Context: an optimization exercise on an open-source flow, tuned for small area and a short achievable clock period. The choices shown serve that exercise and are no tape-out recipe. Function was checked by simulation only, so behaviour that the tests miss may differ from the original. No activity file was given, so power comes from the tool's default toggle rates.

[config.mk]
export PLATFORM = sky130hd
export DESIGN_NAME = PCPU
export DESIGN_NICKNAME = PCPU
export VERILOG_FILES = /design/flow/design.v
export SDC_FILE = /design/flow/constraint.sdc
export NUM_CORES = 4
export LEC_CHECK = 0
export CAP_MARGIN = 20
export CORE_MARGIN = 2
export CORE_UTILIZATION = 40
export CTS_BUF_LIST = sky130_fd_sc_hd__clkbuf_4 sky130_fd_sc_hd__clkbuf_8
export SETUP_SLACK_MARGIN = 3.5
export SLEW_MARGIN = 20
export TNS_END_PERCENT = 20
[constraint.sdc]
create_clock -name core_clock -period 7.5 [get_ports {clock}]
set_input_delay 1.5000 -clock core_clock [delete_from_list [all_inputs] [get_ports {clock}]]
set_output_delay 1.5000 -clock core_clock [all_outputs]
set_load 0.01 [all_outputs]
[design.v]
`timescale 1ns / 1ps
module ALU(
	input [4:0] op,
	input cf,
	input sub,		 
	input cincf,		 
	input arith,		 
	input store,		 
	input [3:0] offset,
	input [15:0] operandA,
	input [15:0] operandB,
	output [15:0] ALUo,
	output zero,
	output cout
);
	wire is_and = op == 5'b01101;
	wire is_xor = op == 5'b01111;
	wire is_not = op == 5'b10011;
	wire is_sll = op == 5'b00100;
	wire is_sla = op == 5'b00110;
	wire is_shr = op == 5'b00101 || op == 5'b00111;
	wire is_or = !(arith || is_and || is_xor || is_not || is_sll ||
		is_sla || is_shr);
	wire cin = cincf ? cf ^ sub : sub;
	wire [15:0] badd = store ? {12'd0, offset} : operandB;
	wire [15:0] bx = badd ^ {16{sub}};
	wire [17:0] s = {1'b0, operandA, 1'b1} + {1'b0, bx, cin};
	wire [15:0] sum = s[16:1];
	assign cout = s[17] ^ sub;
	wire [15:0] p = operandA ^ bx;
	wire [15:0] k = operandA | bx;
	wire sum_zero = &(p ~^ {k[14:0], cin});
	wire left = op[1:0] == 2'b00 || op[1:0] == 2'b10;	 
	reg [15:0] arev;
	integer i;
	always @(*)
		for (i = 0; i < 16; i = i + 1)
			arev[i] = operandA[15 - i];
	wire [15:0] sin = left ? arev : operandA;
	wire fill = op == 5'b00111 && operandA[15];
	wire [15:0] sr = $signed({fill, sin}) >>> operandB[3:0];
	reg [15:0] srrev;
	always @(*)
		for (i = 0; i < 16; i = i + 1)
			srrev[i] = sr[15 - i];
	wire [15:0] shl = {is_sla ? operandA[15] : srrev[15], srrev[14:0]};
	wire [15:0] other =
		({16{is_and}} & (operandA & operandB)) |
		({16{is_or}} & (operandA | operandB)) |
		({16{is_xor}} & (operandA ^ operandB)) |
		({16{is_not}} & ~operandA) |
		({16{is_sll || is_sla}} & shl) |
		({16{is_shr}} & sr);
	assign ALUo = ({16{arith}} & sum) | other;
	assign zero = ALUo == 16'd0;
endmodule
`timescale 1ns / 1ps
module PCPU(
	input clock,
	input [15:0] d_datain,
	input enable,
	input [15:0] i_datain,
	input reset,
	input [3:0] select_y,
	input start,
	output [7:0] d_addr,
	output [15:0] d_dataout,
	output d_we,
	output [7:0] i_addr,
	output [15:0] y,
	input show_gr
);
	reg [7:0] pc;
	reg [15:0] id_ir;
	reg [4:0] ex_op, mem_op;
	reg [2:0] ex_r1, mem_r1, wb_r1;
	reg wb_halt, wb_we, wb_fw;	 
	reg [15:0] reg_A, reg_B, reg_C, reg_C1;
	reg [15:0] smdr1;
	reg [3:0] ex_off;	 
	reg ex_sub, ex_cincf, ex_arith, ex_store;	 
	reg [2:0] flags;  
	reg dw;
	reg state;
	reg [15:0] gr[0:7];	 
	reg [7:0] gr_ok;	 
	wire run = state == 1'b1;
	assign d_dataout = smdr1;
	assign d_we = dw;
	assign d_addr = reg_C[7:0];
	assign i_addr = pc;
	always @(posedge clock) begin
		if (reset)
			state <= 1'b0;
		else if (state == 1'b0)
			state <= enable && start;
		else
			state <= enable && !wb_halt;
	end
	function fwd_op(input [4:0] op);
		fwd_op = op == 5'b00010 || op[4:2] == 3'b001 ||
			(op[4:3] == 2'b01 && op != 5'b01100) || op[4:2] == 3'b100;
	endfunction
	function [7:0] dec8(input [2:0] r);
		dec8 = 8'd1 << r;
	endfunction
	function [15:0] grsel(input [7:0] s, input [127:0] g);
		integer k;
		begin
			grsel = 16'd0;
			for (k = 0; k < 8; k = k + 1)
				grsel = grsel | ({16{s[k]}} & g[16*k +: 16]);
		end
	endfunction
	wire [127:0] grv = {gr[7], gr[6], gr[5], gr[4], gr[3], gr[2], gr[1], gr[0]};
	always @(posedge clock or posedge reset) begin
		if (reset)
			gr_ok <= 8'd0;
		else if (run && wb_we)
			gr_ok[wb_r1] <= 1'b1;
	end
	always @(posedge clock) begin
		if (run && wb_we)
			gr[wb_r1] <= reg_C1;
	end
	wire [4:0] id_op = id_ir[15:11];
	wire [2:0] id_r1 = id_ir[10:8];
	wire [4:0] pk_op = i_datain[15:11];
	wire pk_rr = pk_op == 5'b01000 || pk_op == 5'b10001 || pk_op == 5'b01010 ||
		pk_op == 5'b10010 || pk_op[4:2] == 3'b011;
	wire pk_a_r1 = pk_op == 5'b10000 || pk_op == 5'b01001 || pk_op == 5'b01011 ||
		pk_op == 5'b11001 || pk_op[4:1] == 4'b1101 || pk_op[4:2] == 3'b111;
	wire pk_a_none = pk_op[4:1] == 4'b0000 || pk_op == 5'b11000 ||
		pk_op[4:2] == 3'b101;
	wire [2:0] pk_ra = pk_a_r1 ? i_datain[10:8] : i_datain[6:4];
	wire miss = id_op == 5'b00010 &&
		((!pk_a_none && id_r1 == pk_ra) || (pk_rr && id_r1 == i_datain[2:0]));
	reg pc_jump;
	always @(*) begin
		case (mem_op)
			5'b11000, 5'b11001: pc_jump = 1'b1;
			5'b11010:  pc_jump = flags[1];
			5'b11011: pc_jump = !flags[1];
			5'b11100:  pc_jump = flags[2];
			5'b11101: pc_jump = !flags[2];
			5'b11110:  pc_jump = flags[0];
			5'b11111: pc_jump = !flags[0];
			default: pc_jump = 1'b0;
		endcase
	end
	always @(posedge clock or posedge reset) begin
		if (reset) begin
			id_ir <= 16'd0;
			pc <= 8'd0;
		end else if (run) begin
			id_ir <= (pc_jump || miss) ? 16'd0 : i_datain;
			if (pc_jump)
				pc <= reg_C[7:0];
			else if (!wb_halt && !miss)
				pc <= pc + 8'd1;
		end
	end
	wire [15:0] w_ALUo;
	wire w_cout, w_zero;
	wire id_store = id_op == 5'b00011;
	wire id_rr = id_op == 5'b01000 || id_op == 5'b10001 || id_op == 5'b01010 ||
		id_op == 5'b10010 || id_op[4:2] == 3'b011;
	wire id_a_r1 = id_op == 5'b10000 || id_op == 5'b01001 || id_op == 5'b01011 ||
		id_op == 5'b11001 || id_op[4:1] == 4'b1101 || id_op[4:2] == 3'b111;
	wire id_a_none = id_op[4:1] == 4'b0000 || id_op == 5'b11000 ||
		id_op[4:2] == 3'b101;
	wire id_b_imm = id_op == 5'b11000 || id_op == 5'b10100 || id_op == 5'b01001 ||
		id_op == 5'b01011 || id_op == 5'b11001 || id_op[4:1] == 4'b1101 ||
		id_op[4:2] == 3'b111;
	wire id_b_himm = id_op == 5'b10000;
	wire id_b_val3 = id_op[4:2] == 3'b001 || id_op == 5'b00010;
	wire id_sub = id_op == 5'b01010 || id_op == 5'b01011 || id_op == 5'b01100 ||
		id_op == 5'b10010;
	wire id_cincf = id_op == 5'b10001 || id_op == 5'b10010;
	wire id_arith = id_op == 5'b00010 || id_op == 5'b00011 || id_op == 5'b10000 ||
		id_op == 5'b01000 || id_op == 5'b01001 || id_op == 5'b10001 || id_sub ||
		id_op[4:1] == 4'b1101 || id_op[4:2] == 3'b111;
	wire [2:0] ra = id_a_r1 ? id_r1 : id_ir[6:4];
	wire [2:0] rb = id_store ? id_r1 : id_ir[2:0];
	wire ex_fw = fwd_op(ex_op);
	wire mem_fw = fwd_op(mem_op);
	wire mem_load = mem_op == 5'b00010;
	wire a_ex = ex_fw && ra == ex_r1;
	wire a_mem = !a_ex && mem_fw && ra == mem_r1;
	wire a_wb = !a_ex && !(mem_fw && ra == mem_r1) && wb_fw && ra == wb_r1;
	wire a_gr = !a_ex && !(mem_fw && ra == mem_r1) && !(wb_fw && ra == wb_r1);
	wire b_ex = ex_fw && rb == ex_r1;
	wire b_mem = !b_ex && mem_fw && rb == mem_r1;
	wire b_wb = !b_ex && !(mem_fw && rb == mem_r1) && wb_fw && rb == wb_r1;
	wire b_gr = !b_ex && !(mem_fw && rb == mem_r1) && !(wb_fw && rb == wb_r1);
	wire b_memd = b_mem && mem_load && !id_store;
	wire [15:0] fwd_a =
		({16{a_ex}} & w_ALUo) |
		({16{a_mem && mem_load}} & d_datain) |
		({16{a_mem && !mem_load}} & reg_C) |
		({16{a_wb}} & reg_C1) |
		grsel(dec8(ra) & gr_ok & {8{a_gr}}, grv);
	wire [15:0] fwd_b =
		({16{b_ex}} & w_ALUo) |
		({16{b_memd}} & d_datain) |
		({16{b_mem && !b_memd}} & reg_C) |
		({16{b_wb}} & reg_C1) |
		grsel(dec8(rb) & gr_ok & {8{b_gr}}, grv);
	always @(posedge clock or posedge reset) begin
		if (reset) begin
			ex_op <= 5'b00000;
			ex_sub <= 1'b0;
			ex_cincf <= 1'b0;
			ex_arith <= 1'b0;
			ex_store <= 1'b0;
			ex_r1 <= 3'd0;
			reg_A <= 16'd0;
			reg_B <= 16'd0;
		end else if (run) begin
			ex_op <= pc_jump ? 5'b00000 : id_op;
			ex_sub <= !pc_jump && id_sub;
			ex_cincf <= !pc_jump && id_cincf;
			ex_arith <= !pc_jump && id_arith;
			ex_store <= !pc_jump && id_store;
			ex_r1 <= id_r1;
			reg_A <= {16{!id_a_none}} & fwd_a;
			reg_B <= ({16{id_rr || id_store}} & fwd_b) |
				({16{id_b_imm}} & {8'd0, id_ir[7:0]}) |
				({16{id_b_himm}} & {id_ir[7:0], 8'd0}) |
				({16{id_b_val3}} & {12'd0, id_ir[3:0]});
		end
	end
	always @(posedge clock) begin
		if (run)
			ex_off <= id_ir[3:0];
	end
	ALU alu(
		.op(ex_op),
		.cf(flags[0]),
		.sub(ex_sub),
		.cincf(ex_cincf),
		.arith(ex_arith),
		.store(ex_store),
		.offset(ex_off),
		.operandA(reg_A),
		.operandB(reg_B),
		.ALUo(w_ALUo),
		.zero(w_zero),
		.cout(w_cout)
	);
	wire strAfterLd = ex_store && mem_load && ex_r1 == mem_r1;
	wire updateZFNF = !(ex_op[4:1] == 4'b1101 || ex_op[4:2] == 3'b111);
	wire updateCF = ex_op[4:2] == 3'b010 || ex_op == 5'b10001 || ex_op == 5'b10010;
	wire dwCondition = mem_op != 5'b00001 && !wb_halt && !pc_jump && ex_store;
	always @(posedge clock or posedge reset) begin
		if (reset) begin
			mem_op <= 5'b00000;
			mem_r1 <= 3'd0;
			reg_C <= 16'd0;
			flags <= 3'd0;
			dw <= 1'b0;
		end else if (run) begin
			mem_op <= pc_jump ? 5'b00000 : ex_op;
			mem_r1 <= ex_r1;
			reg_C <= w_ALUo;
			if (updateZFNF) begin
				flags[2] <= w_ALUo[15];
				flags[1] <= w_zero;
				if (updateCF)
					flags[0] <= w_cout;
			end
			dw <= dwCondition;
		end
	end
	always @(posedge clock) begin
		if (run)
			smdr1 <= strAfterLd ? d_datain : reg_B;
	end
	wire mem_we = fwd_op(mem_op) || mem_op == 5'b10100;
	always @(posedge clock or posedge reset) begin
		if (reset) begin
			wb_halt <= 1'b0;
			wb_we <= 1'b0;
			wb_fw <= 1'b0;
			wb_r1 <= 3'd0;
		end else if (run && !wb_halt) begin
			wb_halt <= !pc_jump && mem_op == 5'b00001;
			wb_we <= !pc_jump && mem_we;
			wb_fw <= !pc_jump && mem_fw;
			wb_r1 <= mem_r1;
		end
	end
	always @(posedge clock) begin
		if (run)
			reg_C1 <= mem_load ? d_datain : reg_C;
	end
	assign y = grsel(dec8(select_y[2:0]) & gr_ok & {8{show_gr}}, grv) |
		{8'd0, pc & {8{!show_gr}}};
endmodule
[run.sh]
#!/bin/bash
# synth_recipe.tcl (not shown) runs the flow's synth.tcl, then flattens the netlist and writes it again
# the make line also repeats each setting of config.mk as NAME=value (left out here)
make -C /OpenROAD-flow-scripts/flow DESIGN_CONFIG=/design/flow/config.mk WORK_HOME=/design/flow/orfs CLKGATE_MAP_FILE= SYNTH_SCRIPT=/design/flow/synth_recipe.tcl finish
==> flow_summary.ini, run 1 <==
[outcome]
status = complete, no violations

[cts]
clock_latency_ps = 660
cts_num_sinks = 275
cts_buffer_depth = 3
cts_tree = yes
cts_buffers = 49
clockRootBuffer = clkbuf_8
holdBufCountCts = 0
cts.htree.levels = 2
clk_pin_slew_worst_paths_ps = 60

[global_route]
first_global_vias = 16420
grt_use_total_pct = 30.93
grt_start_max_net_pins = 61
grt_first_pass_wirelength_mm = 108.8
grt-ovfl-total = 0
antenna_found_initial = 1

[timing]
setup_viol = 0
finClkSkew_ps = 37.86
tns_ps = 0
worstMarginPinSlew_ps = 978.9
slew_headroom_pct = 34.45
rsz0062_at_grt = true
period_minus_slack_ps = 4408
max_freq_ghz = 0.2268
drv_slew = 0
finalCritPeriodShare_pct = 58.78
hold_violations = 0

[logic_synthesis]
yosysSeqAreaShare_pct = 42.30
ys_seq_elements = 275
ys_warn_count = 2
synthTopCellsByArea = edfxtp_1 (27%), dfrtp_1 (15%), ha_1 (3.6%), nand2_1 (3.4%), a22oi_1 (3.0%)
syn_inst = 1856
synthTopCellsByCount = edfxtp_1 (164), nand2_1 (163), nor2_1 (125), clkbuf_1 (118), dfrtp_1 (110)
synth_top_area_share_pct = 27.06
synth_ff_type = edfxtp_1
syn_area_um2 = 18200
yosys.cell_types.count = 93
syn_area_per_cell_um2 = 9.805
yosysTopAreaCell = edfxtp_1
yosysMostFrequentCell = edfxtp_1
synth_edf_count = 164
synth-async-reset-ratio_pct = 40.00
syn_nets = 1950

[routing]
routed_wirelength_mm = 74.53
post-route-drc-count = 0
drtPass1Iterations = 8
vias_per_cell = 6.756
wl_per_cell_um = 28.76
drtIter0Drc = 2943
antenna_left = 0
vias = 17510

[finish]
n_fill_cell = 4170
drive_gt1_share_pct = 19.24
final_cell_count_no_fill = 2592
area_delta_synth_final_pct = 19.62
nNetsFinal = 2048

[placement]
place_hpwl_mm = 49.54
placed_cells = 2436
gp_congestion = 1.037
numPortBuffers = 88

[pwr]
intPower_uw = 4077
cellPowerDensity_nw_per_um2 = 338.6
p_leak_uw = 0.008032
peakVddDrop_v = 0.0001696
switching_share_pct = 44.69
p_sw_uw = 3294
comb_power_share_pct = 46.4
p_clk_share_pct = 20.5
seqPwrFrac_pct = 33.1

[hold_path]
worstHoldPathType = reg -> reg

[die]
die_x_um = 217.3
die_area_um2 = 47210
num_io_pins = 90
dieHeight_um = 217.3
core-area_um2 = 45190
start_util_pct = 40.27
rows = 78

[job]
cap_violations = 0

[critical_path]
required_ps = 6000
critPathKind = in -> out
cp-end-kind = output pin
critPathMaxFanout = 6
critPathLaunchType = primary input
cp.arrival_ps = 2910
## cells by family after synthesis
kind of cell / synth area share, %
compound gates: 25.00
simple gates: 15.04
flops: 42.30
buf+inv: 4.861
mux: 6.663
fa+ha+maj: 3.685
xor+xnor: 2.455
## power by group through the flow
stage	clock, uW	sequential, uW	combinational (uW)
2_1_floorplan	0	2090	2260
6_report	1510	2440	3420
3_3_place_gp	0	2460	2990
5_1_grt	1590	2460	3620
4_1_cts	1530	2420	3150
3_5_place_dp	0	2470	3010
## metal layers
metal / GRT usage [%] / up-vias / part of all wire, %
met3: 6.751 / 323 / 11
met4: 16.23 / 0 / 6.5
met1: 41.05 / 8519 / 39
li1: - / 7430 / -
met5: 0 / - / 0
met2: 47.32 / 1240 / 43
## critical path: stages
cell      delay [ps]
buf_12           100
and2_4           180
and3_2           300
a222oi_1         460
nand3_1          170
buf_2            180
## final cells by class
cell class	instances	area, um2	share of cell area (%)
Multi-Input combinational cell	1364	10120	46.48
Sequential cell	275	7732	35.52
Timing Repair Buffer	199	1876	8.616
Clock buffer	62	797.0	3.662
Tap cell	600	750.7	3.449
Inverter	65	247.7	1.138
Clock inverter	26	244.0	1.121
Antenna cell	1	2.502	0.01150
## per-stage QoR
stage / utilization [%] / total power, uW / worst slack, ps / hold slack [ps] / area [um2]
after global placement: 43.44 / 5446 / 1752 / 451.2 / 19630
after detailed placement: 43.44 / 5478 / 1659 / 470.5 / 19630
after global routing: 48.17 / 7681 / 3090 / 510.5 / 21770
after CTS: 47.37 / 7104 / 3154 / 480.2 / 21400
final: 48.17 / 7371 / 3092 / 479.7 / 21770
after floorplan: - / 4350 / 3120 / 423.1 / 18210
## worst paths after layout
| kind | start | endpoint | slack [ps] | cells after the start |
|---|---|---|---|---|
| setup / recovery | show_gr | y[7] | 3090 | 6 |
| hold / removal | wb_halt$_DFFE_PP0P_ | wb_halt$_DFFE_PP0P_ | 480 | 1 |
| setup reg to reg | id_ir[14]$_DFFE_PP0P_ | reg_A[15]$_DFFE_PP0P_ | 3490 | 11 |
| hold reg to reg | wb_halt$_DFFE_PP0P_ | wb_halt$_DFFE_PP0P_ | 480 | 1 |
| max in group asynchronous | reset | ex_sub$_DFFE_PP0P_ | 4670 | 4 |
| min in group asynchronous | reset | dw$_DFFE_PP0P_ | 1450 | 3 |
## state kept, by name (all words and copies together) (netlist names), 3 cells and up
name and cells:
gr 128, id_ir 16, reg_A 16, reg_B 16
reg_C1 16, reg_C 16, smdr1 16, gr_ok 8
pc 8, ex_op 5, mem_op 5, ex_off 4
ex_r1 3, flags 3, mem_r1 3, wb_r1 3
## what timing repair did
| item | CTS | global route |
|---|---|---|
| pin swaps | 35 | 17 |
| gates cloned | 4 | 0 |
| endpoints found under the setup margin | 60 | 61 |
| resized for setup | 166 | 47 |
| setup buffers | 42 | 21 |
## layout by cell type, fill, tap and decap left out, drive strengths merged, types with 41 or more instances in the layout
cell type      instances
mux2i                 48
o21ai                 84
a221oi                56
a222oi                44
buf                  129
clkbuf                62
edfxtp               164
and3                  43
nor2                 127
dfrtp                110
inv                   62
ha                    52
a22o                  46
nand2                163
a21oi                 94
clkdlybuf4s50         68
nand3                 41
a22oi                 72
==> run 2, diff against run 1 <==
--- a/config.mk
+++ b/config.mk
@@ -9,6 +9,6 @@
 export CORE_MARGIN = 2
 export CORE_UTILIZATION = 40
 export CTS_BUF_LIST = sky130_fd_sc_hd__clkbuf_4 sky130_fd_sc_hd__clkbuf_8
-export SETUP_SLACK_MARGIN = 3.5
+export SETUP_SLACK_MARGIN = 3.2
 export SLEW_MARGIN = 20
 export TNS_END_PERCENT = 20
==> run 2 against run 1 <==
Net effect: critical path depth rose by 1; count of clock-buffer cells in the layout did not move; synthesized cell count did not move; clock skew rose by 4.9 ps; sequential share of layout area rose by 0.50 points; die area did not move; critical path type unchanged.
==> flow_summary.ini, run 2 <==
[cts]
cts_num_sinks = 275
clock_latency_ps = 660
clockRootBuffer = clkbuf_8
cts.htree.levels = 2
cts_buffers = 49
cts_tree = yes
clk_pin_slew_worst_paths_ps = 60
holdBufCountCts = 0
cts_buffer_depth = 3

[routing]
post-route-drc-count = 0
wl_per_cell_um = 28.46
routed_wirelength_mm = 73.43
vias_per_cell = 6.767
drtPass1Iterations = 7
antenna_left = 0
vias = 17460
drtIter0Drc = 2936

[timing]
worstMarginPinSlew_ps = 1268
finalCritPeriodShare_pct = 59.50
hold_violations = 0
finClkSkew_ps = 42.74
setup_viol = 0
slew_headroom_pct = 15.44
rsz0062_at_grt = true
tns_ps = 0
period_minus_slack_ps = 4462
drv_slew = 0
max_freq_ghz = 0.2241

[die]
rows = 78
die_area_um2 = 47210
die_x_um = 217.3
core-area_um2 = 45190
start_util_pct = 40.27
dieHeight_um = 217.3
num_io_pins = 90

[hold_path]
worstHoldEndpoint = wb_halt$_DFFE_PP0P_
whs_path_depth = 1
worstHoldStart = wb_halt$_DFFE_PP0P_
worstHoldPathType = reg -> reg

[pwr]
cellPowerDensity_nw_per_um2 = 340.5
comb_power_share_pct = 45.8
intPower_uw = 4042
p_leak_uw = 0.007909
p_clk_share_pct = 20.8
p_sw_uw = 3254
p_total_uw = 7296
seqPwrFrac_pct = 33.4
switching_share_pct = 44.60
peakVddDrop_v = 0.0001708

[global_route]
grt_first_pass_wirelength_mm = 107.8
first_global_vias = 16230
grt-ovfl-total = 0
grt_start_max_net_pins = 61
grt_use_total_pct = 30.61
antenna_found_initial = 4

[finish]
n_fill_cell = 4199
drive_gt1_share_pct = 17.23
fin_area_um2 = 21430
top_register = gr
final_cell_mix = edfxtp_1 (164), nand2_1 (162), nor2_1 (124)
layout_commonest_cell = edfxtp_1
largest_reg_flops = 128
area_delta_synth_final_pct = 17.75
nNetsFinal = 2036
final_cell_count_no_fill = 2580

[critical_path]
worstReg2RegEnd = flags[1]$_DFFE_PP0P_
cp-end-kind = output pin
worst_r2r_startpoint = reg_B[1]$_DFFE_PP0P_
critPathKind = in -> out
critPathLaunchType = primary input
r2r.worst_path.cells = 12
cp.arrival_ps = 2960
r2r_slack_ps = 3250
critPathMaxFanout = 7
required_ps = 6000
crit_start = select_y[1]

[logic_synthesis]
yosysSeqAreaShare_pct = 42.30
synthTopCellsByArea = edfxtp_1 (27%), dfrtp_1 (15%), ha_1 (3.6%), nand2_1 (3.4%), a22oi_1 (3.0%)
syn_inst = 1856
synth_ff_type = edfxtp_1
syn_nets = 1950
synth_top_area_share_pct = 27.06
yosysMostFrequentCell = edfxtp_1
syn_area_um2 = 18200
yosys.cell_types.count = 93
syn_area_per_cell_um2 = 9.805
synth_edf_count = 164
ys_warn_count = 2
synthTopCellsByCount = edfxtp_1 (164), nand2_1 (163), nor2_1 (125), clkbuf_1 (118), dfrtp_1 (110)
synth-async-reset-ratio_pct = 40.00
ys_seq_elements = 275
yosysTopAreaCell = edfxtp_1

[placement]
placed_cells = 2436
place_hpwl_mm = 49.54
numPortBuffers = 88
postPlaceCellArea_um2 = 19630
gp_congestion = 1.037

[outcome]
status = complete, no violations

[job]
cap_violations = 0
[run 2: power by group through the flow]
stage / clock network [uW] / registers [uW] / logic (uW)
4_1_cts: 1530 / 2430 / 3110
3_5_place_dp: 0 / 2470 / 3010
6_report: 1510 / 2440 / 3340
3_3_place_gp: 0 / 2460 / 2990
5_1_grt: 1590 / 2470 / 3550
2_1_floorplan: 0 / 2090 / 2260
[run 2: cell families after synthesis]
kind of cell / count (synthesis) / share of synthesized area, %
buffers and inverters: 220 / 4.861
XOR/XNOR: 51 / 2.455
flip-flops: 275 / 42.30
multiplexers: 97 / 6.663
adder cells (fa/ha/maj): 53 / 3.685
AND/OR/NAND/NOR: 547 / 15.04
AO/OA/AOI/OAI: 613 / 25.00
[run 2: worst max path at each step]
stage               slack, ps                     to  depth (start not counted)
floorplan                3120   flags[1]$_DFFE_PP0P_                         16
global placement         1750                   y[6]                          7
detailed placement       1660                   y[6]                          7
CTS                      3050  reg_A[11]$_DFFE_PP0P_                         10
global route             3000                   y[2]                          8
finish                   3040                   y[7]                          7
[run 2: stage by stage]
| stage | setup WS [ps] | hold WS, ps | utilization (%) |
|---|---|---|---|
| 6_report | 3038 | 479.4 | 47.42 |
| 5_1_grt | 2998 | 510.1 | 47.42 |
| 4_1_cts | 3045 | 480.2 | 46.92 |
| 3_5_place_dp | 1659 | 470.5 | 43.44 |
| 3_3_place_gp | 1752 | 451.2 | 43.44 |
| 2_1_floorplan | 3120 | 423.1 | - |
[run 2: timing repair]
action                     CTS  global route
pin swaps                   21             5
gates cloned                 2             0
buffers inserted            36            17
gates resized for setup    119            21
setup endpoints to repair   46            47
[run 2: metal layers]
layer / vias up / global-route usage (%) / wire [um]
met3: 275 / 6.317 / 8231
li1: 7403 / - / -
met2: 1232 / 46.96 / 31960
met5: - / 0 / 27
met1: 8546 / 41.09 / 29030
met4: 4 / 15.21 / 4183
[run 2: layout make-up]
type                       count  area (um2)  area share (%)
antenna                        1       2.502         0.01168
timing repair buffer         189        1764           8.233
clock buffer                  62       797.0           3.719
multi-input combinational   1362        9902           46.21
clock inverter                26       244.0           1.139
tap                          600       750.7           3.503
inverter                      65       247.7           1.156
sequential                   275        7720           36.03
[run 2: critical path: stages]
cell	delay (ps)
buf_2	150
nor2b_1	160
and3_4	220
buf_12	150
a222oi_1	420
nand3_1	170
buf_2	180
==> run 3, diff against run 2 <==
--- a/config.mk
+++ b/config.mk
@@ -8,7 +8,9 @@
 export CAP_MARGIN = 20
 export CORE_MARGIN = 2
 export CORE_UTILIZATION = 40
-export CTS_BUF_LIST = sky130_fd_sc_hd__clkbuf_4 sky130_fd_sc_hd__clkbuf_8
+export CTS_BUF_LIST = sky130_fd_sc_hd__clkbuf_16
+export CTS_CLUSTER_DIAMETER = 80
+export CTS_CLUSTER_SIZE = 24
 export SETUP_SLACK_MARGIN = 3.2
 export SLEW_MARGIN = 20
 export TNS_END_PERCENT = 20
==> run 3 against run 2 <==
Net effect: final area shrank 1.6%; sequential share of layout area grew 0.60 points; via count shrank 1.6%; fmax grew 1.8%; non-clock buffer count shrank 6; clock power shrank 15%; clock skew shrank 4.0 ps; critical endpoint is now y[13]; largest power group unchanged.
==> flow_summary.ini, run 3 <==
[outcome]
status = complete, no violations

[logic_synthesis]
yosys.cell_types.count = 93
synthXorXnorAreaFrac_pct = 2.455
ys_seq_elements = 275
synth-async-reset-ratio_pct = 40.00
yosysTopAreaCell = edfxtp_1
synth_compound_area_share_pct = 25.00
yosys.area_share.simple_pct = 15.04
ys_warn_count = 2
synthTopCellsByCount = edfxtp_1 (164), nand2_1 (163), nor2_1 (125), clkbuf_1 (118), dfrtp_1 (110)
yosysSeqAreaShare_pct = 42.30
syn_inst = 1856
muxShareOfSynthArea_pct = 6.663
synth-adder-area-share_pct = 3.685
syn_area_um2 = 18200
synthTopCellsByArea = edfxtp_1 (27%), dfrtp_1 (15%), ha_1 (3.6%), nand2_1 (3.4%), a22oi_1 (3.0%)
synth_top_area_share_pct = 27.06
synth_ff_type = edfxtp_1
yosysMostFrequentCell = edfxtp_1
synth_top_family_by_area = compound AO/OA/AOI/OAI gates
synth_edf_count = 164
syn_nets = 1950
syn_area_per_cell_um2 = 9.805

[routing]
vias_per_cell = 6.806
post-route-drc-count = 0
wl_per_cell_um = 28.64
drtPass1Iterations = 6
routed_wirelength_mm = 72.32
antenna_left = 0
vias = 17190
drtIter0Drc = 3073

[cts]
clock_latency_ps = 580
holdBufCountCts = 0
cts_buffers = 22
clk_pin_slew_worst_paths_ps = 80
cts_tree = yes
cts_buffer_depth = 3
cts_num_sinks = 275
clockRootBuffer = clkbuf_16
cts.htree.levels = 1

[global_route]
antenna_found_initial = 1
grt_first_pass_wirelength_mm = 106.6
first_global_vias = 15960
grt_use_total_pct = 30.16
grt_start_max_net_pins = 61
grt-ovfl-total = 0

[timing]
worstMarginPinSlew_ps = 1259
tns_ps = 0
hold_violations = 0
max_freq_ghz = 0.2282
period_minus_slack_ps = 4383
rsz0062_at_grt = true
finClkSkew_ps = 38.72
setup_viol = 0
finalCritPeriodShare_pct = 58.44
drv_slew = 0
slew_headroom_pct = 16.06

[critical_path]
critPathMaxFanout = 6
r2r.worst_path.cells = 13
worst_r2r_startpoint = ex_store$_DFFE_PP0P_
required_ps = 6000
cp_slowest_cell = clkdlybuf4s15_1
slowest_delay_ps = 270
cp.arrival_ps = 2880
cp-end-kind = output pin
crit_buf_inv = 4
worstReg2RegEnd = reg_B[7]$_DFFE_PP0P_
critPathLaunchType = primary input
path_delay_family = buffers and inverters
path_cells = buf_2, nor2_1, and3_4, buf_4, buf_12, a22oi_1, nand4_1, clkdlybuf4s15_1
critPathKind = in -> out
r2r_slack_ps = 3260

[finish]
area_delta_synth_final_pct = 15.87
final_cell_mix = edfxtp_1 (164), nand2_1 (162), nor2_1 (124)
utilization_pct = 46.66
layout_commonest_cell = edfxtp_1
largest_reg_flops = 128
fin_area_um2 = 21090
nNetsFinal = 2003
top_register = gr
drive_gt1_share_pct = 15.38
n_antenna_cell = 0

[placement]
postPlaceCellArea_um2 = 19630
numPortBuffers = 88
place_hpwl_mm = 49.54
gp_congestion = 1.037

[pwr]
peakVddDrop_v = 0.0001758
p_total_uw = 7039
p_leak_uw = 0.007720
cellPowerDensity_nw_per_um2 = 333.8

[hold_path]
worstHoldStart = wb_halt$_DFFE_PP0P_
worstHoldPathType = reg -> reg
whs_path_depth = 1
worstHoldEndpoint = wb_halt$_DFFE_PP0P_

[die]
start_util_pct = 40.27
core-area_um2 = 45190
die_x_um = 217.3
die_area_um2 = 47210
rows = 78
num_io_pins = 90
dieHeight_um = 217.3

[job]
cap_violations = 0
==> run 3: cell count changes in the layout (fill, tap and decap cells not counted), moves of 7 or more <==
cell,previous run,this run
clkbuf_8,53,0
clkbuf_16,0,23
clkinv_1,13,3
clkbuf_4,9,0
clkinv_2,7,0
==> run 3: report_power, final <==
group / switching [uW] / internal (uW)
registers: 564 / 1870
clock network: 668 / 608
logic: 2000 / 1320
==> run 3: area by class of cell <==
| type | instances | area [um2] |
|---|---|---|
| repair buffers | 183 | 1672 |
| flip-flops and latches | 275 | 7722 |
| clock inverters | 17 | 209.0 |
| multi-input cells | 1362 | 9908 |
| fillers | 4203 | 24100 |
| inverters | 65 | 247.7 |
| clock buffers | 23 | 575.6 |
| well taps | 600 | 750.7 |
==> run 3: worst max-delay path by stage <==
stage               slack (ps)                    to                 start  cells past startpoint
floorplan                 3120  flags[1]$_DFFE_PP0P_  reg_B[1]$_DFFE_PP0P_                     16
global placement          1750                  y[6]               show_gr                      7
detailed placement        1660                  y[6]               show_gr                      7
CTS                       2950  flags[1]$_DFFE_PP0P_    ex_sub$_DFFE_PP0P_                     12
global route              3070                  y[7]           select_y[0]                      8
finish                    3120                 y[13]           select_y[1]                      8
==> run 3: logic make-up after synthesis <==
kind of cell               count (synthesis)
AOI/OAI and AO/OA                        613
buffers and inverters                    220
muxes                                     97
and+or+nand+nor                          547
xor gates and xnor gates                  51
DFF                                      275
adders and majority gates                 53
==> run 3: routing by layer <==
| layer | vias up | share of wire, % | wire length, um | GRT usage [%] |
|---|---|---|---|---|
| met5 | - | 0 | 0 | 0 |
| met4 | 0 | 5.6 | 4058 | 13.47 |
| met3 | 235 | 11 | 8167 | 5.646 |
| met2 | 1254 | 44 | 31630 | 46.66 |
| met1 | 8363 | 39 | 28460 | 41.13 |
| li1 | 7333 | - | - | - |
==> run 3: timing repair <==
action,in CTS,in global routing
gates cloned,1,0
endpoints found under the hold margin,0,0
pin swaps,19,8
gates resized for setup,108,32
endpoints found under the setup margin,46,49
buffers inserted,32,16
==> run 3: through the flow <==
stage | cells | worst slack, ps | hold slack, ps
3_3_place_gp | 2436 | 1752 | 451.2
3_5_place_dp | 2436 | 1659 | 470.5
4_1_cts | 2509 | 2950 | 486.4
2_1_floorplan | 1856 | 3120 | 423.1
6_report | 2525 | 3117 | 486.6
5_1_grt | 2525 | 3074 | 516.9
==> run 3: worst register-to-register path, stage by stage, from the launching register on <==
cell and delay, ps:
dfrtp_4 510, buf_4 180, mux2i_1 180, xnor2_1 150, ha_1 300, o21ai_0 240
nor2_1 90, or4b_2 710, nand2_1 140, xnor2_1 70, a211oi_1 690, o21ai_0 150
a2111oi_0 490, a32oi_1 200
==> run 4, diff against run 3 <==
--- a/config.mk
+++ b/config.mk
@@ -8,9 +8,9 @@
 export CAP_MARGIN = 20
 export CORE_MARGIN = 2
 export CORE_UTILIZATION = 40
-export CTS_BUF_LIST = sky130_fd_sc_hd__clkbuf_16
-export CTS_CLUSTER_DIAMETER = 80
-export CTS_CLUSTER_SIZE = 24
+export CTS_BUF_LIST = sky130_fd_sc_hd__clkbuf_8
+export CTS_CLUSTER_DIAMETER = 50
+export CTS_CLUSTER_SIZE = 16
 export SETUP_SLACK_MARGIN = 3.2
 export SLEW_MARGIN = 20
 export TNS_END_PERCENT = 20
==> run 4 against run 3 <==
Net effect: first-iteration DRC count fell by 8.8%; count of clock-buffer cells in the layout grew 9; register-to-register slack about the same; cell count grew 0.44%; die area unchanged; clock skew is 20 ps higher; flip-flop and latch count unchanged; area after synthesis stayed put; synthesized cell count is the same; largest cell class unchanged.
==> flow_summary.ini, run 4 <==
[finish]
top_register = gr
layout_commonest_cell = edfxtp_1
largest_reg_flops = 128
area_delta_synth_final_pct = 15.21
drive_gt1_share_pct = 15.81
nNetsFinal = 2006
final_cell_mix = edfxtp_1 (164), nand2_1 (161), nor2_1 (124)

[job]
cap_violations = 0

[cts]
clockRootBuffer = clkbuf_8
cts.htree.levels = 1
clk_pin_slew_worst_paths_ps = 80
holdBufCountCts = 0
cts_buffer_depth = 3
cts_num_sinks = 275
cts_buffers = 31
clock_latency_ps = 690
cts_tree = yes

[hold_path]
worstHoldStart = wb_halt$_DFFE_PP0P_
worstHoldPathType = reg -> reg

[critical_path]
critPathKind = in -> out
critPathMaxFanout = 6
critPathLaunchType = primary input
required_ps = 6000
crit_start = select_y[1]
cp-end-kind = output pin
worst_r2r_startpoint = reg_B[1]$_DFFE_PP0P_
cp.arrival_ps = 2870

[timing]
rsz0062_at_grt = true
slew_headroom_pct = 15.92
worstMarginPinSlew_ps = 1261
fin_ws_ps = 3133
setup_viol = 0
finClkSkew_ps = 59.03
finalCritPeriodShare_pct = 58.22
drv_slew = 0
tns_ps = 0
hold_violations = 0
max_freq_ghz = 0.2290
period_minus_slack_ps = 4367

[logic_synthesis]
synth_top_area_share_pct = 27.06
synth_ff_type = edfxtp_1
synth-async-reset-ratio_pct = 40.00
yosys.cell_types.count = 93
syn_area_um2 = 18200
synthTopCellsByArea = edfxtp_1 (27%), dfrtp_1 (15%), ha_1 (3.6%), nand2_1 (3.4%), a22oi_1 (3.0%)
yosysTopAreaCell = edfxtp_1
yosysMostFrequentCell = edfxtp_1
synthTopCellsByCount = edfxtp_1 (164), nand2_1 (163), nor2_1 (125), clkbuf_1 (118), dfrtp_1 (110)
syn_nets = 1950
ys_warn_count = 2
synth_edf_count = 164
syn_area_per_cell_um2 = 9.805
yosysSeqAreaShare_pct = 42.30
syn_inst = 1856
ys_seq_elements = 275

[placement]
place_hpwl_mm = 49.54
gp_congestion = 1.037
dpl_worst_slack_ps = 1659
numPortBuffers = 88

[outcome]
status = complete, no violations

[routing]
vias_per_cell = 6.795
drtPass1Iterations = 7
post-route-drc-count = 0
vias = 17230
drtIter0Drc = 2802
wl_per_cell_um = 28.53
antenna_left = 0
routed_wirelength_mm = 72.36

[global_route]
first_global_vias = 16020
grt_use_total_pct = 30.10
grt-ovfl-total = 0
grt_first_pass_wirelength_mm = 106.8
grt_start_max_net_pins = 61
antenna_found_initial = 2

[pwr]
cellPowerDensity_nw_per_um2 = 331.7
p_leak_uw = 0.007655
peakVddDrop_v = 0.0001457

[die]
dieHeight_um = 217.3
core-area_um2 = 45190
start_util_pct = 40.27
die_x_um = 217.3
die_area_um2 = 47210
num_io_pins = 90
rows = 78
==> run 4: cell counts after synthesis <==
Identical to the previous run, type by type.
==> run 4: logic make-up after synthesis <==
family,Yosys count,share of synthesized area [%]
AO/OA/AOI/OAI,613,25.00
AND/OR/NAND/NOR,547,15.04
flip-flops,275,42.30
buffers and inverters,220,4.861
multiplexers,97,6.663
adder cells (fa/ha/maj),53,3.685
XOR/XNOR,51,2.455
==> run 4: metrics by stage <==
stage | instances | area [um2] | util, % | hold slack (ps) | total power, uW
floorplan | 1856 | 18210 | - | 423.1 | 4350
global placement | 2436 | 19630 | 43.44 | 451.2 | 5446
detailed placement | 2436 | 19630 | 43.44 | 470.5 | 5478
CTS | 2520 | 20760 | 45.95 | 485.0 | 6758
global route | 2536 | 20970 | 46.40 | 515.5 | 7272
finish | 2536 | 20970 | 46.40 | 482.5 | 6953
==> run 4: worst paths after layout <==
check                                  endpoint  cells after the start  slack, ps
min in group asynchronous     pc[1]$_DFFE_PP0P_                      3       1420
min                         wb_halt$_DFFE_PP0P_                      1        480
min reg2reg                 wb_halt$_DFFE_PP0P_                      1        480
max reg2reg                flags[1]$_DFFE_PP0P_                     12       3260
max in group asynchronous  reg_B[0]$_DFFE_PP0P_                      4       4670
max                                        y[7]                      7       3130
==> run 4: per-layer routing <==
metal	up-vias	routed length [um]	GRT usage, %	part of all wire, %
met5	-	12	0	0.017
met4	2	4015	12.12	5.5
met3	274	7793	5.954	11
met2	1191	31500	46.87	44
met1	8425	29040	41.11	40
li1	7340	-	-	-
==> run 4: layout make-up <==
| class | instances | area (um2) |
|---|---|---|
| fill | 4247 | 24220 |
| clock buffer | 32 | 440.4 |
| tap | 600 | 750.7 |
| multi-input combinational | 1362 | 9907 |
| inverter | 65 | 247.7 |
| sequential | 275 | 7720 |
| antenna | 1 | 2.502 |
| clock inverter | 24 | 291.5 |
| timing repair buffer | 177 | 1605 |
==> run 4: what timing repair did <==
item,4_1_cts,5_1_grt
buffers inserted,28,14
pin swaps,24,9
endpoints found under the setup margin,46,46
gates cloned,0,1
resized for setup,119,23
==> run 4: critical path, stage by stage <==
cell      delay [ps]
buf_2            140
nor2b_2          170
and3_4           210
buf_6            140
a222oi_1         380
nand3_1          150
buf_2            170
==> run 4: power by group <==
part / switching [uW] / total (uW) / internal, uW
sequential: 561 / 2430 / 1870
clock: 638 / 1210 / 568
combinational: 2000 / 3320 / 1310
total: 3200 / 6950 / 3750
==> run 5, diff against run 4 <==
==> flow/run.sh (new file) <==
#!/bin/bash
# Layout: the standard flow (standard.sh: standard synthesis, floorplan,
# placement, CTS, routing), unchanged except that the port buffers are
# made from sky130_fd_sc_hd__buf_1 rather than ORFS's default delay-buffer
# cell; every port still gets its buffer, and the resizer upsizes the ones
# timing needs. The make output goes to standard.log here; the tools' own
# logs are under orfs/logs/.
set -euo pipefail
export BUFFER_PORTS_ARGS="-buffer_cell sky130_fd_sc_hd__buf_1"
bash standard.sh > standard.log 2>&1
==> standard.sh (new file) <==
#!/bin/bash
# synth_recipe.tcl (not shown) runs the flow's synth.tcl, then flattens the netlist and writes it again
# the make line also repeats each setting of config.mk as NAME=value (left out here)
make -C /OpenROAD-flow-scripts/flow DESIGN_CONFIG=/design/flow/config.mk WORK_HOME=/design/flow/orfs CLKGATE_MAP_FILE= SYNTH_SCRIPT=/design/flow/synth_recipe.tcl "${@:-finish}"
--- a/config.mk
+++ b/config.mk
@@ -7,7 +7,7 @@
 export LEC_CHECK = 0
 export CAP_MARGIN = 20
 export CORE_MARGIN = 2
-export CORE_UTILIZATION = 40
+export CORE_UTILIZATION = 55
 export CTS_BUF_LIST = sky130_fd_sc_hd__clkbuf_8
 export CTS_CLUSTER_DIAMETER = 50
 export CTS_CLUSTER_SIZE = 16
removed: run.sh
==> run 5 against run 4 <==
Net effect: utilization grew 17 points; register-to-register slack barely moved; flip-flop and latch count did not move; count of clock-buffer cells in the layout grew 3; hold slack improved by 9.5 ps; non-clock buffer count increased by 1; sequential share of layout area grew 0.75 points; critical path depth shrank 1; highest routed layer is now met4.
==> flow_summary.ini, run 5 <==
[timing]
hold_violations = 0
slew_headroom_pct = 22.13
period_minus_slack_ps = 4332
max_freq_ghz = 0.2309
setup_viol = 0
finalCritPeriodShare_pct = 57.75
drv_slew = 0
worstMarginPinSlew_ps = 1168
rsz0062_at_grt = true
tns_ps = 0
finClkSkew_ps = 46.07

[routing]
vias = 17580
vias_per_cell = 7.360
drtIter0Drc = 2983
routed_wirelength_mm = 73.58
post-route-drc-count = 0
wl_per_cell_um = 30.80
antenna_left = 0
drtPass1Iterations = 13

[placement]
place_hpwl_mm = 49.49
gp_congestion = 0.9743
numPortBuffers = 88
placed_cells = 2275

[finish]
area_delta_synth_final_pct = 12.99
layout_commonest_cell = edfxtp_1
top_register = gr
final_cell_count_no_fill = 2389
largest_reg_flops = 128
final_cell_mix = edfxtp_1 (164), nand2_1 (162), nor2_1 (123)
drive_gt1_share_pct = 16.44
nNetsFinal = 2013

[global_route]
grt-ovfl-total = 0
antenna_found_initial = 1
grt_start_max_net_pins = 72
grt_first_pass_wirelength_mm = 107.1
grt_use_total_pct = 42.39
first_global_vias = 16290

[pwr]
cellPowerDensity_nw_per_um2 = 346.6
peakVddDrop_v = 0.0002089
p_leak_uw = 0.007502

[critical_path]
r2r_slack_ps = 3260
r2r.worst_path.cells = 11
cp.arrival_ps = 2830
required_ps = 6000
worstReg2RegEnd = reg_A[3]$_DFFE_PP0P_
critPathKind = in -> out
critPathLaunchType = primary input
cp-end-kind = output pin
critPathMaxFanout = 8
worst_r2r_startpoint = id_ir[14]$_DFFE_PP0P_

[die]
rows = 66
start_util_pct = 55.93
die_x_um = 185.9
dieHeight_um = 185.9
die_area_um2 = 34560
core-area_um2 = 32540
num_io_pins = 90

[logic_synthesis]
yosys.cell_types.count = 93
ys_warn_count = 2
syn_area_per_cell_um2 = 9.805
syn_area_um2 = 18200
ys_seq_elements = 275
syn_inst = 1856
synthTopCellsByCount = edfxtp_1 (164), nand2_1 (163), nor2_1 (125), clkbuf_1 (118), dfrtp_1 (110)
synth_ff_type = edfxtp_1
synth_top_area_share_pct = 27.06
yosysSeqAreaShare_pct = 42.30
yosysMostFrequentCell = edfxtp_1
yosysTopAreaCell = edfxtp_1
synth_edf_count = 164
synth-async-reset-ratio_pct = 40.00
syn_nets = 1950
synthTopCellsByArea = edfxtp_1 (27%), dfrtp_1 (15%), ha_1 (3.6%), nand2_1 (3.4%), a22oi_1 (3.0%)

[hold_path]
worstHoldPathType = reg -> reg
worstHoldEndpoint = dw$_DFFE_PP0P_
whs_path_depth = 2
worstHoldStart = dw$_DFFE_PP0P_

[cts]
clk_pin_slew_worst_paths_ps = 80
clockRootBuffer = clkbuf_8
cts.htree.levels = 2
cts_buffer_depth = 3
cts_buffers = 35
cts_tree = yes
holdBufCountCts = 0
clock_latency_ps = 610
cts_num_sinks = 275

[outcome]
status = complete, no violations

[job]
cap_violations = 0
==> run 5: how the worst max path moves through the flow <==
| stage | start | end | slack, ps | cells after the start |
|---|---|---|---|---|
| after floorplan | reg_B[1]$_DFFE_PP0P_ | flags[1]$_DFFE_PP0P_ | 3120 | 16 |
| after global placement | reg_B[0]$_DFFE_PP0P_ | flags[1]$_DFFE_PP0P_ | 2370 | 13 |
| after detailed placement | reg_B[0]$_DFFE_PP0P_ | flags[1]$_DFFE_PP0P_ | 2390 | 13 |
| after CTS | id_ir[11]$_DFFE_PP0P_ | reg_A[3]$_DFFE_PP0P_ | 3070 | 11 |
| after global routing | show_gr | y[5] | 3160 | 8 |
| final | select_y[0] | y[2] | 3170 | 6 |
==> run 5: area by class of cell <==
class,count,area [um2]
well taps,442,553.0
multi-input cells,1364,10010
repair buffers,178,1207
diodes,1,2.502
clock inverters,29,335.3
flip-flops and latches,275,7725
fillers,2794,11970
clock buffers,35,481.7
inverters,65,251.5
==> run 5: what timing repair did <==
item / CTS / global route
pin swaps: 20 / 15
cloned: 2 / 1
setup endpoints to repair: 52 / 49
resized for setup: 63 / 32
setup buffers: 24 / 22
==> run 5: through the flow <==
stage | area (um2) | hold WS (ps) | util (%) | power [uW] | worst slack, ps
2_1_floorplan | 18210 | 423.1 | - | 4350 | 3120
3_3_place_gp | 18880 | 465.6 | 58.03 | 5389 | 2374
3_5_place_dp | 18880 | 469.6 | 58.03 | 5436 | 2389
4_1_cts | 20220 | 491.0 | 62.16 | 6846 | 3074
5_1_grt | 20560 | 518.6 | 63.19 | 7382 | 3158
6_report | 20560 | 492.0 | 63.20 | 7127 | 3168
==> run 5: critical path: stages <==
cell,delay (ps)
clkbuf_2,110
and2_4,210
and3_4,260
a222oi_1,350
nand3_1,200
buf_2,190
==> run 5: report_power, final <==
group	total, uW	internal (uW)	leakage, uW	switching (uW)
Sequential	2460	1870	0.00289	591
Combinational	3360	1280	0.00419	2080
Clock	1300	618	0.000424	684
==> run 5: cells by family (layout without fill, tap and decap cells) <==
| logic type | count (synthesis) | after routing | share of synthesized area [%] |
|---|---|---|---|
| AOI/OAI and AO/OA | 613 | 613 | 25.00 |
| and+or+nand+nor | 547 | 550 | 15.04 |
| DFF | 275 | 275 | 42.30 |
| buffers and inverters | 220 | 307 | 4.861 |
| muxes | 97 | 97 | 6.663 |
| adders and majority gates | 53 | 53 | 3.685 |
| xor gates and xnor gates | 51 | 51 | 2.455 |
| other | 0 | 1 | 0 |
==> run 5: per-layer routing <==
| metal | share of wire [%] | vias up | global-route usage (%) |
|---|---|---|---|
| met5 | 0 | - | 0 |
| met2 | 43 | 1423 | 64.12 |
| met3 | 13 | 338 | 10.90 |
| li1 | - | 7375 | - |
| met4 | 6.1 | 0 | 20.16 |
| met1 | 38 | 8447 | 56.93 |
==> run 6, diff against run 5 <==
--- a/config.mk
+++ b/config.mk
@@ -7,10 +7,10 @@
 export LEC_CHECK = 0
 export CAP_MARGIN = 20
 export CORE_MARGIN = 2
-export CORE_UTILIZATION = 55
+export CORE_UTILIZATION = 40
 export CTS_BUF_LIST = sky130_fd_sc_hd__clkbuf_8
 export CTS_CLUSTER_DIAMETER = 50
 export CTS_CLUSTER_SIZE = 16
-export SETUP_SLACK_MARGIN = 3.2
+export SETUP_SLACK_MARGIN = 3.1
 export SLEW_MARGIN = 20
 export TNS_END_PERCENT = 20
==> run 6 against run 5 <==
Net effect: area after synthesis unchanged; sequential share of layout area hardly changed; die area rose by 37%; highest routed layer is now met5.
==> flow_summary.ini, run 6 <==
[finish]
regArea_um2 = 7714
area_delta_synth_final_pct = 12.97
largest_reg_flops = 128
layout_commonest_cell = edfxtp_1
n_fill_cell = 4299
drive_gt1_share_pct = 15.19
final_cell_mix = edfxtp_1 (164), nand2_1 (161), nor2_1 (122)
n_antenna_cell = 0
nNetsFinal = 2010
top_register = gr
utilization_pct = 45.50
multi_input_area_um2 = 9915

[routing]
post-route-drc-count = 0
drtPass1Iterations = 8
wl_per_cell_um = 29.22
vias = 17280
drtIter0Drc = 2866
routed_wirelength_mm = 74.28
antenna_left = 0
vias_per_cell = 6.796

[cts]
cts.htree.levels = 2
clk_pin_slew_worst_paths_ps = 80
cts_num_sinks = 275
clock_latency_ps = 660
cts_buffer_depth = 3
clockRootBuffer = clkbuf_8
cts_tree = yes
cts_buffers = 34

[hold_path]
whs_path_depth = 1
worstHoldPathType = reg -> reg
worstHoldStart = wb_halt$_DFFE_PP0P_
worstHoldEndpoint = wb_halt$_DFFE_PP0P_

[logic_synthesis]
synth_edf_count = 164
syn_nets = 1950
yosys.cell_types.count = 93
syn_inst = 1856
ys_seq_elements = 275
syn_area_um2 = 18200
synthTopCellsByCount = edfxtp_1 (164), nand2_1 (163), nor2_1 (125), clkbuf_1 (118), dfrtp_1 (110)
ys_warn_count = 2
syn_area_per_cell_um2 = 9.805
yosysSeqAreaShare_pct = 42.30
synth_ff_type = edfxtp_1
synth_top_area_share_pct = 27.06
synthTopCellsByArea = edfxtp_1 (27%), dfrtp_1 (15%), ha_1 (3.6%), nand2_1 (3.4%), a22oi_1 (3.0%)
synth-async-reset-ratio_pct = 40.00
yosysTopAreaCell = edfxtp_1
yosysMostFrequentCell = edfxtp_1

[critical_path]
required_ps = 6000
critPathKind = in -> out
cp-end-kind = output pin
worstReg2RegEnd = reg_A[1]$_DFFE_PP0P_
critPathLaunchType = primary input
r2r.worst_path.cells = 12
critPathMaxFanout = 8
worst_r2r_startpoint = id_ir[12]$_DFFE_PP0P_
r2r_slack_ps = 3260
cp.arrival_ps = 2980

[die]
die_area_um2 = 47210
rows = 78
core-area_um2 = 45190
die_x_um = 217.3
num_io_pins = 90
dieHeight_um = 217.3
start_util_pct = 40.27

[pwr]
intPower_uw = 3774
p_clk_share_pct = 18.9
p_leak_uw = 0.007432
p_sw_uw = 3295
cellPowerDensity_nw_per_um2 = 343.9
switching_share_pct = 46.61
comb_power_share_pct = 46.8
seqPwrFrac_pct = 34.3
peakVddDrop_v = 0.0001616

[global_route]
antenna_found_initial = 2
grt_use_total_pct = 30.97
first_global_vias = 16400
grt_first_pass_wirelength_mm = 108.9
grt_start_max_net_pins = 68
grt-ovfl-total = 0

[outcome]
status = complete, no violations

[job]
cap_violations = 0

[timing]
setup_viol = 0
finalCritPeriodShare_pct = 59.78
drv_slew = 0
worstMarginPinSlew_ps = 1190
tns_ps = 0
finClkSkew_ps = 70.26
rsz0062_at_grt = true
hold_violations = 0
slew_headroom_pct = 20.67
period_minus_slack_ps = 4484
fin_ws_ps = 3016
max_freq_ghz = 0.2230

[placement]
numPortBuffers = 88
dpl_worst_slack_ps = 2327
gp_congestion = 0.9867
place_hpwl_mm = 50.30
run 6: cell counts after synthesis:
No cell type changed its count.
run 6: cell families after synthesis:
family                     Yosys count  synth area share, %
adders and majority gates           53                3.685
muxes                               97                6.663
AOI/OAI and AO/OA                  613                25.00
xor gates and xnor gates            51                2.455
and+or+nand+nor                    547                15.04
buffers and inverters              220                4.861
DFF                                275                42.30
run 6: worst max path at each step:
stage / start / end / slack [ps] / depth (start not counted)
detailed placement: reg_B[0]$_DFFE_PP0P_ / flags[1]$_DFFE_PP0P_ / 2330 / 13
global placement: reg_B[0]$_DFFE_PP0P_ / flags[1]$_DFFE_PP0P_ / 2380 / 13
CTS: ex_store$_DFFE_PP0P_ / flags[1]$_DFFE_PP0P_ / 2890 / 13
global route: select_y[1] / y[15] / 3040 / 6
floorplan: reg_B[1]$_DFFE_PP0P_ / flags[1]$_DFFE_PP0P_ / 3120 / 16
finish: select_y[1] / y[15] / 3020 / 6
run 6: critical path, stage by stage:
cell and delay [ps]:
buf_2 190, nor2b_2 370, and3_2 430, a22oi_1 140, nand4_1 170, buf_1 170
run 6: stage by stage:
| stage | hold WS (ps) | total power, uW | instance area, um2 | instances |
|---|---|---|---|---|
| 2_1_floorplan | 423.1 | 4350 | 18210 | 1856 |
| 3_3_place_gp | 451.8 | 5386 | 19120 | 2437 |
| 3_5_place_dp | 463.8 | 5429 | 19120 | 2437 |
| 4_1_cts | 483.8 | 6816 | 20180 | 2515 |
| 5_1_grt | 505.0 | 7385 | 20560 | 2542 |
| 6_report | 483.8 | 7069 | 20560 | 2542 |
run 6: power groups by stage:
stage	Sequential, uW	Combinational (uW)	Clock, uW
floorplan	2090	2260	0
detailed placement	2440	2990	0
global route	2450	3530	1400
CTS	2410	3060	1350
finish	2420	3310	1340
global placement	2430	2950	0
run 6: cell type report:
type | instances | share of cell area [%]
Clock buffer | 34 | 2.276
Clock inverter | 28 | 1.741
Inverter | 65 | 1.205
Multi-Input combinational cell | 1364 | 48.23
Sequential cell | 275 | 37.52
Tap cell | 600 | 3.652
Timing Repair Buffer | 176 | 5.380
run 6: layer usage:
| metal | vias to the layer above | wire, um | track usage (%) |
|---|---|---|---|
| met4 | 2 | 4794 | 18.79 |
| met2 | 1204 | 31660 | 45.61 |
| li1 | 7346 | - | - |
| met3 | 274 | 8156 | 6.988 |
| met1 | 8450 | 29660 | 41.46 |
| met5 | - | 12 | 0 |
run 6: repair_timing:
item                       in CTS  in global routing
pin swaps                       5                  7
setup endpoints to repair      41                 48
gates cloned                    3                  0
buffers inserted               13                 26
gates resized for setup        33                 29
hold buffers                    0                  0
==> run 7, diff against run 6 <==
--- a/config.mk
+++ b/config.mk
@@ -11,6 +11,6 @@
 export CTS_BUF_LIST = sky130_fd_sc_hd__clkbuf_8
 export CTS_CLUSTER_DIAMETER = 50
 export CTS_CLUSTER_SIZE = 16
-export SETUP_SLACK_MARGIN = 3.1
+export SETUP_SLACK_MARGIN = 3.2
 export SLEW_MARGIN = 20
-export TNS_END_PERCENT = 20
+export TNS_END_PERCENT = 5
==> run 7 against run 6 <==
Net effect: still clean on timing, DRC and antenna; fmax up 2.1%; total power up 0.51%; first-iteration DRC count down 2.1%; cell count up 0.28%; area after synthesis unchanged; clock skew down 1.7 ps; via count up 0.85%; largest power group unchanged; highest routed layer is now met4.
==> flow_summary.ini, run 7 <==
[outcome]
status = complete, no violations

[pwr]
intPower_uw = 3797
seqPwrFrac_pct = 34.1
comb_power_share_pct = 47.0
peakVddDrop_v = 0.0001617
cellPowerDensity_nw_per_um2 = 343.5
p_sw_uw = 3308
p_total_uw = 7105
p_clk_share_pct = 18.8
switching_share_pct = 46.55
p_leak_uw = 0.007504

[placement]
dpl_worst_slack_ps = 2327
numPortBuffers = 88
postPlaceCellArea_um2 = 19120
place_hpwl_mm = 50.30
gp_congestion = 0.9867

[logic_synthesis]
syn_nets = 1950
synthTopCellsByArea = edfxtp_1 (27%), dfrtp_1 (15%), ha_1 (3.6%), nand2_1 (3.4%), a22oi_1 (3.0%)
syn_area_um2 = 18200
ys_warn_count = 2
synth_ff_type = edfxtp_1
yosysMostFrequentCell = edfxtp_1
syn_inst = 1856
synth-async-reset-ratio_pct = 40.00
yosysSeqAreaShare_pct = 42.30
synth_edf_count = 164
ys_seq_elements = 275
syn_area_per_cell_um2 = 9.805
yosysTopAreaCell = edfxtp_1
synth_top_area_share_pct = 27.06
yosys.cell_types.count = 93
synthTopCellsByCount = edfxtp_1 (164), nand2_1 (163), nor2_1 (125), clkbuf_1 (118), dfrtp_1 (110)

[critical_path]
path_delay_family = simple AND/OR/NAND/NOR gates
cp_slowest_cell = and3_4
r2r_slack_ps = 3220
path_cells = buf_4, nor2_2, and3_4, buf_4, buf_4, a22oi_1, nand4_1, buf_1
critPathMaxFanout = 7
slowest_delay_ps = 340
worst_r2r_startpoint = id_ir[13]$_DFFE_PP0P_
r2r.worst_path.cells = 12
critPathLaunchType = primary input
critPathKind = in -> out
required_ps = 6000
crit_buf_inv = 4
cp-end-kind = output pin
cp.arrival_ps = 2890
crit_path_frequent_cell = buf_4
worstReg2RegEnd = reg_B[5]$_DFFE_PP0P_

[cts]
cts.htree.levels = 2
cts_num_sinks = 275
holdBufCountCts = 0
cts_buffers = 34
cts_tree = yes
clock_latency_ps = 660
clk_pin_slew_worst_paths_ps = 80
clockRootBuffer = clkbuf_8
cts_buffer_depth = 3

[timing]
hold_violations = 0
worstMarginPinSlew_ps = 1237
period_minus_slack_ps = 4389
rsz0062_at_grt = true
slew_headroom_pct = 17.52
tns_ps = 0
finClkSkew_ps = 68.55
setup_viol = 0
max_freq_ghz = 0.2278
drv_slew = 0
finalCritPeriodShare_pct = 58.53
hold_ws_ps = 483.2
fin_ws_ps = 3111

[die]
num_io_pins = 90
die_x_um = 217.3
start_util_pct = 40.27
dieHeight_um = 217.3
core-area_um2 = 45190
die_area_um2 = 47210
rows = 78

[finish]
largest_reg_flops = 128
fin_area_um2 = 20680
drive_gt1_share_pct = 15.97
top_register = gr
area_delta_synth_final_pct = 13.65
layout_commonest_cell = edfxtp_1
final_cell_mix = edfxtp_1 (164), nand2_1 (161), nor2_1 (122)
nNetsFinal = 2016

[hold_path]
worstHoldStart = wb_halt$_DFFE_PP0P_
whs_path_depth = 1
worstHoldEndpoint = wb_halt$_DFFE_PP0P_
worstHoldPathType = reg -> reg

[routing]
vias_per_cell = 6.835
vias = 17420
post-route-drc-count = 0
wl_per_cell_um = 29.30
antenna_left = 0
drtIter0Drc = 2806
drtPass1Iterations = 10
routed_wirelength_mm = 74.69

[global_route]
grt_first_pass_wirelength_mm = 108.9
grt_use_total_pct = 30.97
grt-ovfl-total = 0
first_global_vias = 16420
grt_start_max_net_pins = 68
antenna_found_initial = 1

[job]
cap_violations = 0
-- run 7: cell counts after synthesis --
Identical to the previous run, type by type.
-- run 7: power by group through the flow --
stage,combinational [uW],clock [uW],sequential [uW]
after global routing,3570,1400,2450
after global placement,2950,0,2430
after floorplan,2260,0,2090
after CTS,3060,1350,2410
final,3340,1340,2420
after detailed placement,2990,0,2440
-- run 7: metal layers --
metal	GRT usage (%)	wire [um]	up-vias
met5	0	0	-
met4	18.49	5393	0
met3	6.806	8392	318
met2	45.67	31500	1270
met1	41.66	29400	8470
li1	-	-	7365
-- run 7: final cells by class --
class / instances / area [um2]
flip-flops and latches: 275 / 7715
clock buffers: 34 / 467.9
multi-input cells: 1365 / 9960
inverters: 65 / 247.7
diodes: 1 / 2.502
fillers: 4280 / 24500
well taps: 600 / 750.7
repair buffers: 181 / 1181
clock inverters: 28 / 357.8
-- run 7: worst max-delay path by stage --
stage                         startpoint                   end  slack, ps  cells after the start
floorplan           reg_B[1]$_DFFE_PP0P_  flags[1]$_DFFE_PP0P_       3120                     16
global placement    reg_B[0]$_DFFE_PP0P_  flags[1]$_DFFE_PP0P_       2380                     13
detailed placement  reg_B[0]$_DFFE_PP0P_  flags[1]$_DFFE_PP0P_       2330                     13
CTS                 ex_store$_DFFE_PP0P_  flags[1]$_DFFE_PP0P_       2890                     13
global route                 select_y[1]                 y[13]       3150                      8
finish                       select_y[1]                 y[13]       3110                      8
-- run 7: metrics by stage --
stage | util [%] | instances
floorplan | - | 1856
global placement | 42.32 | 2437
detailed placement | 42.32 | 2437
CTS | 44.74 | 2515
global route | 45.77 | 2548
finish | 45.77 | 2549
-- run 7: what timing repair did --
| item | 4_1_cts | 5_1_grt |
|---|---|---|
| setup endpoints to repair | 47 | 52 |
| pin swaps | 7 | 14 |
| resized for setup | 40 | 44 |
| buffers inserted | 13 | 31 |
| gates cloned | 3 | 1 |
-- run 7: kinds of logic after synthesis --
logic type | count (synthesis) | synth area share [%]
XOR/XNOR | 51 | 2.455
buffers and inverters | 220 | 4.861
flip-flops | 275 | 42.30
adder cells (fa/ha/maj) | 53 | 3.685
AND/OR/NAND/NOR | 547 | 15.04
multiplexers | 97 | 6.663
AO/OA/AOI/OAI | 613 | 25.00
==> run 8, diff against run 7 <==
--- a/config.mk
+++ b/config.mk
@@ -9,8 +9,8 @@
 export CORE_MARGIN = 2
 export CORE_UTILIZATION = 40
 export CTS_BUF_LIST = sky130_fd_sc_hd__clkbuf_8
-export CTS_CLUSTER_DIAMETER = 50
-export CTS_CLUSTER_SIZE = 16
+export CTS_CLUSTER_DIAMETER = 60
+export CTS_CLUSTER_SIZE = 20
 export SETUP_SLACK_MARGIN = 3.2
 export SLEW_MARGIN = 20
-export TNS_END_PERCENT = 5
+export TNS_END_PERCENT = 20
==> run 8 against run 7 <==
Net effect: still clean on timing, DRC and antenna; final area fell by 0.51%; combinational power about the same; synthesized cell count stayed put.
==> flow_summary.ini, run 8 <==
[critical_path]
cp_num_cells = 6
cp_slowest_cell = a222oi_1
r2r_slack_ps = 3300
path_cells = clkbuf_4, nor2b_4, and3_4, a222oi_1, nand3_1, buf_2
critPathKind = in -> out
critPathLaunchType = primary input
crit_start = select_y[1]
critPathMaxFanout = 7
crit_buf_inv = 2
slowest_delay_ps = 370
path_delay_family = simple AND/OR/NAND/NOR gates

[logic_synthesis]
yosys.cell_types.count = 93
syn_inst = 1856
yosysSeqAreaShare_pct = 42.30
muxShareOfSynthArea_pct = 6.663
ys_seq_elements = 275
synth_edf_count = 164
yosysMostFrequentCell = edfxtp_1
syn_nets = 1950
ys_warn_count = 2
yosys.area_share.simple_pct = 15.04
synth-async-reset-ratio_pct = 40.00
synth_top_family_by_area = compound AO/OA/AOI/OAI gates
synthXorXnorAreaFrac_pct = 2.455
synthTopCellsByArea = edfxtp_1 (27%), dfrtp_1 (15%), ha_1 (3.6%), nand2_1 (3.4%), a22oi_1 (3.0%)

[timing]
slew_headroom_pct = 16.80
rsz0062_at_grt = true
hold_violations = 0
drv_slew = 0
finalCritPeriodShare_pct = 58.72
worstMarginPinSlew_ps = 1248
finClkSkew_ps = 64.96

[global_route]
busiest_layer = met2
grt_use_total_pct = 30.93
grt_first_pass_wirelength_mm = 109.1
use_met3_pct = 6.541
grtUsageMet1_pct = 41.53
antenna_found_initial = 3
grt_start_max_net_pins = 68

[die]
die_area_um2 = 47210
core-area_um2 = 45190
rows = 78
start_util_pct = 40.27
die_x_um = 217.3

[placement]
gp_congestion = 0.9867
numPortBuffers = 88
place_hpwl_mm = 50.30
placed_cells = 2437

[routing]
wl_per_cell_um = 29.52
post-route-drc-count = 0
antenna_left = 0
vias_per_cell = 6.858

[finish]
layout_commonest_cell = edfxtp_1
final_cell_mix = edfxtp_1 (164), nand2_1 (162), nor2_1 (122)
top_register = gr
area_delta_synth_final_pct = 13.07
nNetsFinal = 2006
largest_reg_flops = 128
final_cell_count_no_fill = 2536
drive_gt1_share_pct = 16.03

[pwr]
peakVddDrop_v = 0.0001563

[cts]
cts_tree = yes
cts.htree.levels = 1
cts_buffer_depth = 3
holdBufCountCts = 0
cts_num_sinks = 275
clock_latency_ps = 680
cts_buffers = 28

[job]
cap_violations = 0

[outcome]
status = complete, no violations

[hold_path]
worstHoldPathType = reg -> reg
-- run 8: cells by family after synthesis --
kind of cell | after synthesis
fa+ha+maj | 53
flops | 275
simple gates | 547
compound gates | 613
mux | 97
buf+inv | 220
xor+xnor | 51
-- run 8: where the power goes --
part / switching [uW] / internal (uW) / total [uW]
sequential: 560 / 1870 / 2430
combinational: 2080 / 1270 / 3350
clock: 661 / 445 / 1110
-- run 8: through the flow --
| step | setup slack, ps | hold WS (ps) | cell area [um2] | utilization (%) |
|---|---|---|---|---|
| finish | 3096 | 486.7 | 20580 | 45.54 |
| global route | 3147 | 504.9 | 20570 | 45.53 |
| CTS | 2903 | 483.9 | 20190 | 44.69 |
| detailed placement | 2327 | 463.8 | 19120 | 42.32 |
| global placement | 2379 | 451.8 | 19120 | 42.32 |
| floorplan | 3120 | 423.1 | 18210 | - |
-- run 8: worst min path at each step --
stage | start | endpoint | slack, ps | depth (start not counted)
6_report | wb_halt$_DFFE_PP0P_ | wb_halt$_DFFE_PP0P_ | 490 | 1
5_1_grt | wb_halt$_DFFE_PP0P_ | wb_halt$_DFFE_PP0P_ | 500 | 1
2_1_floorplan | id_ir[0]$_DFFE_PP0P_ | ex_off[0]$_DFFE_PP_ | 420 | 0
3_5_place_dp | wb_halt$_DFFE_PP0P_ | wb_halt$_DFFE_PP0P_ | 460 | 1
3_3_place_gp | wb_halt$_DFFE_PP0P_ | wb_halt$_DFFE_PP0P_ | 450 | 1
4_1_cts | wb_halt$_DFFE_PP0P_ | wb_halt$_DFFE_PP0P_ | 480 | 1
-- run 8: worst register-to-register path: cells and delay by family, from the launching register on --
kind	cells	cell delay, ps
compound gates	5	1320
simple gates	5	1980
flops	1	550
buf+inv	1	170
-- run 8: repair_timing --
| item | CTS | global route |
|---|---|---|
| setup buffers | 18 | 20 |
| pin swaps | 18 | 13 |
| endpoints found under the setup margin | 47 | 52 |
| gates cloned | 5 | 1 |
| resized for setup | 51 | 43 |
-- run 8: final cells by class --
class / instances / area [um2]
fill: 4286 / 24610
multi-input combinational: 1367 / 10030
sequential: 275 / 7715
timing repair buffer: 175 / 1165
tap: 600 / 750.7
clock buffer: 29 / 399.1
clock inverter: 23 / 259.0
inverter: 65 / 247.7
antenna: 2 / 5.005
-- run 8: metal layers --
metal | routed length, um | up-vias
li1 | - | 7353
met1 | 29110 | 8431
met2 | 32010 | 1298
met3 | 8700 | 303
met4 | 5021 | 6
met5 | 26 | -

Re-timed with assumed drivers on the ports (clkbuf_16 on the clock, buf_2 on other inputs), run 8 has 3.053 ns of setup slack against 3.096 ns with ideal ports, and 3.053 ns once port delays also move by the mid clock arrival of 0.698 ns.
